This design comes from an exercise in tuning for small area and a short achievable clock period on the open sky130 flow, not from production work. RTL that was checked went through simulation tests only; none was proved equivalent to the original. Power is estimated from default activity; no workload was simulated.

## the reference run
==> flow/design.v <==
`timescale 1ns / 1ps
module MicroUAZ8Bits2020V02(
    input Clk,
    input Rst,
    input [8:0] i_Instruction,
    input [7:0] i_Dato_Bus,
    output [7:0] o_Addres_Instruction_Bus,
    output [7:0] o_DataOut_Bus,
    output [7:0] o_Addres_Data_Bus,
    output RW
    );
    wire [2:0] op = i_Instruction[8:6];
    wire [2:0] a  = i_Instruction[5:3];
    wire [2:0] b  = i_Instruction[2:0];
    reg [7:0] R [0:7];
    reg [7:0] PC;
    reg C;
    reg fl, Zs, Ns;
    wire [7:0] Ra = R[a];
    wire [7:0] Rb = R[b];
    wire [7:0] R0 = R[0];
    wire Z = fl ? (R0 == 8'd0) & ~C : Zs;
    wire N = fl ? R0[7] : Ns;
    assign RW = ~op[2] & op[1];
    assign o_Addres_Data_Bus = op[1] ? Ra : Rb;
    assign o_DataOut_Bus = op[0] ? Rb : {5'b0, b};
    assign o_Addres_Instruction_Bus = PC;
    wire sub = b[0];
    wire [8:0] s = {1'b0, R0 ^ {8{sub}}} + {1'b0, Ra};
    wire [8:0] addsub = {s[8], s[7:0] ^ {8{sub}}};
    wire left = ~b[0];
    wire [8:0] v = left ? {R0[0], R0[1], R0[2], R0[3], R0[4], R0[5], R0[6], R0[7], 1'b0}
                        : {1'b0, R0};
    wire [8:0] vs = v >> Ra;
    wire [8:0] sh = left ? {vs[0], vs[1], vs[2], vs[3], vs[4], vs[5], vs[6], vs[7], vs[8]} : vs;
    reg [3:0] tt;
    always @* begin
        case (b[1:0])
            2'd0: tt = 4'b0011;    
            2'd1: tt = 4'b1000;    
            2'd2: tt = 4'b1110;    
            default: tt = 4'b0110;  
        endcase
    end
    wire [7:0] lg;
    genvar k;
    generate
        for (k = 0; k < 8; k = k + 1) begin : lgb
            assign lg[k] = tt[{R0[k], Ra[k]}];
        end
    endgenerate
    wire [8:0] res = b[2] ? {b[1:0] == 2'd0, lg} : (b[1] ? sh : addsub);
    wire is_math = op == 3'b101;
    wire is_jump = op == 3'b110;
    wire link    = is_jump & (b == 3'd1);
    wire wa = (op[2:1] == 2'b00) | (op == 3'b100);
    wire [7:0] wd = op[2] ? Rb : (op[0] ? i_Dato_Bus : {5'b0, b});
    reg taken;
    always @* begin
        case (b)
            3'd0, 3'd1: taken = 1'b1;
            3'd2: taken = Z;
            3'd3: taken = ~Z;
            3'd4: taken = N;
            3'd5: taken = ~N;
            3'd6: taken = C;
            default: taken = ~C;
        endcase
    end
    integer i;
    always @(posedge Clk, posedge Rst) begin
        if (Rst) begin
            for (i = 0; i < 8; i = i + 1) R[i] <= 8'd0;
            PC <= 8'd0;
            C <= 1'b0; fl <= 1'b0; Zs <= 1'b0; Ns <= 1'b0;
        end else begin
            for (i = 1; i < 7; i = i + 1)
                if (wa && a == i) R[i] <= wd;
            if (is_math) R[0] <= res[7:0];
            else if (wa && a == 3'd0) R[0] <= wd;
            if (link) R[7] <= PC;
            else if (wa && a == 3'd7) R[7] <= wd;
            PC <= (is_jump & taken) ? Ra : PC + 8'd1;
            if (is_math) begin
                C <= res[8];
                fl <= 1'b1;
            end else if (wa && a == 3'd0) begin
                fl <= 1'b0;
                Zs <= Z;
                Ns <= N;
            end
        end
    end
endmodule
Settings: LEC_CHECK=0, CAP_MARGIN=20, CORE_MARGIN=2, CORE_UTILIZATION=55, CTS_BUF_LIST=sky130_fd_sc_hd__clkbuf_8, CTS_CLUSTER_SIZE=25, SETUP_SLACK_MARGIN=2.5, SLEW_MARGIN=20, TNS_END_PERCENT=0; clock period 6.0 ns.
standard.sh (not shown) runs the stock make flow with config.mk's settings and CLKGATE_MAP_FILE= SYNTH_SCRIPT=/design/flow/synth_recipe.tcl, a recipe that flattens the netlist after the stock synthesis.
==> flow/flow/run.sh <==
#!/bin/bash
# Own layout flow: the standard ORFS flow (standard.sh), with the
# changes set in flow/opts.sh:
#  - MY_ABC_SCRIPT: ABC script for synthesis's mapping (via my_synth.tcl,
#    which sources synth_recipe.tcl unchanged and only swaps abc's script);
#  - EXTRA: further make variables (port buffer cell, adder mapping, ...).
# Each tool's output stays in orfs/logs/; make's own output in run_make.log.
set -euo pipefail
W=$(pwd)
export FLOW_WORK=$W
EXTRA=()
source $W/flow/opts.sh
bash standard.sh SYNTH_SCRIPT=$W/flow/my_synth.tcl "${EXTRA[@]}" finish > $W/run_make.log 2>&1
==> flow/flow/abc.script <==
&get -n
&st
&dch -f
&nf -R 1000
&put
==> flow/flow/my_synth.tcl <==
# The standard synthesis (synth_recipe.tcl, sourced unchanged) with one
# change: Yosys's abc pass runs the ABC script named by MY_ABC_SCRIPT in
# place of ORFS's abc_speed script, and keeps abc from the cells named in
# MY_ABC_DONT_USE, if set.
proc abc {args} {
  set i [lsearch -exact $args -script]
  if { $i >= 0 && [info exists ::env(MY_ABC_SCRIPT)] } {
    lset args [expr { $i + 1 }] $::env(MY_ABC_SCRIPT)
  }
  if { [info exists ::env(MY_ABC_DONT_USE)] } {
    foreach c $::env(MY_ABC_DONT_USE) { lappend args -dont_use $c }
  }
  puts "my_synth: abc $args"
  yosys abc {*}$args
}
source $::env(FLOW_WORK)/synth_recipe.tcl
==> flow/flow/opts.sh <==
# options for run.sh
export MY_ABC_SCRIPT=$W/flow/abc.script
EXTRA=( "BUFFER_PORTS_ARGS=-buffer_cell sky130_fd_sc_hd__buf_1" "ADDER_MAP_FILE=" )
The reference run: no failed stages, no open violations at the end
--- input diff the reference run..the trial run ---
diff --git a/flow/design.v b/flow/design.v
--- a/flow/design.v
+++ b/flow/design.v
@@ -24,5 +24,6 @@
     assign RW = ~op[2] & op[1];
     assign o_Addres_Data_Bus = op[1] ? Ra : Rb;
-    assign o_DataOut_Bus = op[0] ? Rb : {5'b0, b};
+    wire [7:0] rbi = (op[0] | op[2]) ? Rb : {5'b0, b};
+    assign o_DataOut_Bus = rbi;
     assign o_Addres_Instruction_Bus = PC;
     wire sub = b[0];
@@ -55,5 +56,5 @@
     wire link    = is_jump & (b == 3'd1);
     wire wa = (op[2:1] == 2'b00) | (op == 3'b100);
-    wire [7:0] wd = op[2] ? Rb : (op[0] ? i_Dato_Bus : {5'b0, b});
+    wire [7:0] wd = (op[0] & ~op[2]) ? i_Dato_Bus : rbi;
     reg taken;
     always @* begin
--- outcome ---
- In summary, the reference run completed successfully, with a layout that passed the timing, design-rule and antenna checks.
- The trial run has completed all stages; timing, DRC and antenna checks passed.
- Against the reference run, worst vdd rail ir drop in the trial run rose slightly.
- Against the reference run, final period demand of the worst path in the trial run came out better.
- When the trial run is measured against the reference run, its maximum frequency from static timing analysis turns out about 2.8% higher.
- | routed wire length | lower: the trial run |
- Count of placed standard cells in the final layout, fillers left out: the trial run vs the reference run down 60
- The lower fraction of synthesized cell area in xor and xnor cells of the reference run and the trial run is in the reference run.
Only the layout flow was run in the reference run; the RTL was not checked for function there.

========
alpha:
MicroUAZ8Bits2020V02, a different RTL version from the one above (not shown whole).
Size in the first run: about 76 flip-flops, about 44 I/O pins, ~5400 sq um of cells after synthesis.
==> module MicroUAZ8Bits2020V02, before the edit <==
module MicroUAZ8Bits2020V02(
    input Clk,
    input Rst,
    input [8:0] i_Instruction,
    input [7:0] i_Dato_Bus,
    output [7:0] o_Addres_Instruction_Bus,
    output [7:0] o_DataOut_Bus,
    output [7:0] o_Addres_Data_Bus,
    output RW
    );
    wire [2:0] op = i_Instruction[8:6];
    wire [2:0] a  = i_Instruction[5:3];
    wire [2:0] b  = i_Instruction[2:0];
    reg [7:0] R [0:7];
    reg [7:0] PC;
    reg C;
    reg fl, Zs, Ns;
    wire [7:0] Ra = R[a];
    wire [7:0] Rb = R[b];
    wire [7:0] R0 = R[0];
    wire Z = fl ? (R0 == 8'd0) & ~C : Zs;
    wire N = fl ? R0[7] : Ns;
    assign RW = ~op[2] & op[1];
    assign o_Addres_Data_Bus = op[1] ? Ra : Rb;
    assign o_DataOut_Bus = op[0] ? Rb : {5'b0, b};
    assign o_Addres_Instruction_Bus = PC;
    wire sub = b[0];
    wire [8:0] s = {1'b0, R0 ^ {8{sub}}} + {1'b0, Ra};
    wire [8:0] addsub = {s[8], s[7:0] ^ {8{sub}}};
    reg [8:0] res;
    always @* begin
        case (b)
            3'd0, 3'd1: res = addsub;
            3'd2: res = {1'b0, R0} << Ra;
            3'd3: res = {1'b0, R0} >> Ra;
            3'd4: res = {1'b1, ~R0};
            3'd5: res = {1'b0, R0 & Ra};
            3'd6: res = {1'b0, R0 | Ra};
            default: res = {1'b0, R0 ^ Ra};
        endcase
    end
    wire is_math = op == 3'b101;
    wire is_jump = op == 3'b110;
    wire link    = is_jump & (b == 3'd1);
    wire wa = (op[2:1] == 2'b00) | (op == 3'b100);
    wire [7:0] wd = op[2] ? Rb : (op[0] ? i_Dato_Bus : {5'b0, b});
    reg taken;
    always @* begin
        case (b)
            3'd0, 3'd1: taken = 1'b1;
            3'd2: taken = Z;
            3'd3: taken = ~Z;
            3'd4: taken = N;
            3'd5: taken = ~N;
            3'd6: taken = C;
            default: taken = ~C;
        endcase
    end
    integer i;
    always @(posedge Clk, posedge Rst) begin
        if (Rst) begin
            for (i = 0; i < 8; i = i + 1) R[i] <= 8'd0;
            PC <= 8'd0;
            C <= 1'b0; fl <= 1'b0; Zs <= 1'b0; Ns <= 1'b0;
        end else begin
            for (i = 1; i < 7; i = i + 1)
                if (wa && a == i) R[i] <= wd;
            if (is_math) R[0] <= res[7:0];
            else if (wa && a == 3'd0) R[0] <= wd;
            if (link) R[7] <= PC;
            else if (wa && a == 3'd7) R[7] <= wd;
            PC <= (is_jump & taken) ? Ra : PC + 8'd1;
            if (is_math) begin
                C <= res[8];
                fl <= 1'b1;
            end else if (wa && a == 3'd0) begin
                fl <= 1'b0;
                Zs <= Z;
                Ns <= N;
            end
        end
    end
endmodule
clock: 6.0 ns
lec_check: 0
cap_margin: 20
core_margin: 2
core_utilization: 40
setup_slack_margin: 2.5
slew_margin: 20
tns_end_percent: 0
==> flow/flow/abc.script <==
&get -n
&st
&dch
&nf
&put
==> flow/flow/my_synth.tcl <==
# The standard synthesis (synth_recipe.tcl, sourced unchanged) with one
# change: Yosys's abc pass runs the ABC script named by MY_ABC_SCRIPT in
# place of ORFS's abc_speed script.
proc abc {args} {
  set i [lsearch -exact $args -script]
  if { $i >= 0 && [info exists ::env(MY_ABC_SCRIPT)] } {
    lset args [expr { $i + 1 }] $::env(MY_ABC_SCRIPT)
  }
  puts "my_synth: abc $args"
  yosys abc {*}$args
}
source $::env(FLOW_WORK)/synth_recipe.tcl
Scripts as last shown in full above: flow/flow/run.sh, flow/flow/opts.sh
alpha: flow completed, timing, DRC and antenna clean
### alpha -> gamma
-- flow/design.v --
<<< alpha, line 24
    assign RW = ~op[2] & op[1];
    assign o_Addres_Data_Bus = op[1] ? Ra : Rb;
    assign o_DataOut_Bus = op[0] ? Rb : {5'b0, b};
    assign o_Addres_Instruction_Bus = PC;
    wire sub = b[0];
    wire [8:0] s = {1'b0, R0 ^ {8{sub}}} + {1'b0, Ra};
    wire [8:0] addsub = {s[8], s[7:0] ^ {8{sub}}};
    reg [8:0] res;
    always @* begin
        case (b)
            3'd0, 3'd1: res = addsub;
            3'd2: res = {1'b0, R0} << Ra;
            3'd3: res = {1'b0, R0} >> Ra;
            3'd4: res = {1'b1, ~R0};
            3'd5: res = {1'b0, R0 & Ra};
            3'd6: res = {1'b0, R0 | Ra};
            default: res = {1'b0, R0 ^ Ra};
        endcase
    end
    wire is_math = op == 3'b101;
    wire is_jump = op == 3'b110;
    wire link    = is_jump & (b == 3'd1);
    wire wa = (op[2:1] == 2'b00) | (op == 3'b100);
    wire [7:0] wd = op[2] ? Rb : (op[0] ? i_Dato_Bus : {5'b0, b});
    reg taken;
    always @* begin
>>> gamma, line 24
    assign RW = ~op[2] & op[1];
    assign o_Addres_Data_Bus = op[1] ? Ra : Rb;
    wire [7:0] rbi = (op[0] | op[2]) ? Rb : {5'b0, b};
    assign o_DataOut_Bus = rbi;
    assign o_Addres_Instruction_Bus = PC;
    wire sub = b[0];
    wire [8:0] s = {1'b0, R0 ^ {8{sub}}} + {1'b0, Ra};
    wire [8:0] addsub = {s[8], s[7:0] ^ {8{sub}}};
    wire left = ~b[0];
    wire [8:0] v = left ? {R0[0], R0[1], R0[2], R0[3], R0[4], R0[5], R0[6], R0[7], 1'b0}
                        : {1'b0, R0};
    wire [8:0] vs = v >> Ra;
    wire [8:0] sh = left ? {vs[0], vs[1], vs[2], vs[3], vs[4], vs[5], vs[6], vs[7], vs[8]} : vs;
    reg [3:0] tt;
    always @* begin
        case (b[1:0])
            2'd0: tt = 4'b0011;    
            2'd1: tt = 4'b1000;    
            2'd2: tt = 4'b1110;    
            default: tt = 4'b0110;  
        endcase
    end
    wire [7:0] lg;
    genvar k;
    generate
        for (k = 0; k < 8; k = k + 1) begin : lgb
            assign lg[k] = tt[{R0[k], Ra[k]}];
        end
    endgenerate
    wire [8:0] res = b[2] ? {b[1:0] == 2'd0, lg} : (b[1] ? sh : addsub);
    wire is_math = op == 3'b101;
    wire is_jump = op == 3'b110;
    wire link    = is_jump & (b == 3'd1);
    wire wa = (op[2:1] == 2'b00) | (op == 3'b100);
    wire [7:0] wd = (op[0] & ~op[2]) ? i_Dato_Bus : rbi;
    reg taken;
    always @* begin
## What came out
NOTE number of global-route vias before repair alpha->gamma decreased by a few percent. Against alpha as the reference, gamma delivers a lower fraction of the mapped netlist area in simple logic gates. Horizontal extent of the die went down by a few percent going from alpha to gamma. On clock network fraction of total power: between alpha and gamma, it ends up lower for alpha. alpha and gamma ended up with nearly the same xor/xnor cell area share of the yosys netlist. Going from alpha to gamma, initial standard-cell utilization of the core roughly the same; total power lower; routed wire length on met3 lower; number of buffers added on ports roughly the same.
Only the layout flow was run in alpha; the RTL was not checked for function there.

[port drivers added, routing unchanged]
In the flow no input, the clock included, has a driving cell. The finished layouts below were timed again as built, in two steps. Step 1 (the two cells are an assumption about what drives the block):
set clk [get_ports {Clk}]
set_driving_cell -lib_cell sky130_fd_sc_hd__clkbuf_16 $clk
set_driving_cell -lib_cell sky130_fd_sc_hd__buf_2 [delete_from_list [all_inputs] $clk]
Step 2 also shifts input and output timing later by t, the mid clock arrival at the registers, as if the neighbouring blocks saw the same clock. Slacks: ideal ports / drivers / drivers and shift; pairs: ideal ports / drivers.
run	shift t [ns]	slack for setup (ns)	worst hold slack (ns)	slew at the worst register clock pin (ns)
the reference run	0.401	1.908 / 1.889 / 1.488	0.535 / 0.535 / 0.535	0.10 / 0.10
the trial run	0.387	2.020 / 1.945 / 1.640	0.520 / 0.520 / 0.520	0.09 / 0.09
alpha	0.382	1.761 / 1.700 / 1.430	0.511 / 0.511 / 0.511	0.06 / 0.06
gamma	0.380	2.015 / 1.968 / 1.727	0.514 / 0.514 / 0.514	0.07 / 0.07
After both steps setup and hold are still met in every run listed. For the reference run, which loses most, drivers alone change the setup slack by -0.019 ns; drivers and shift together by -0.420 ns.
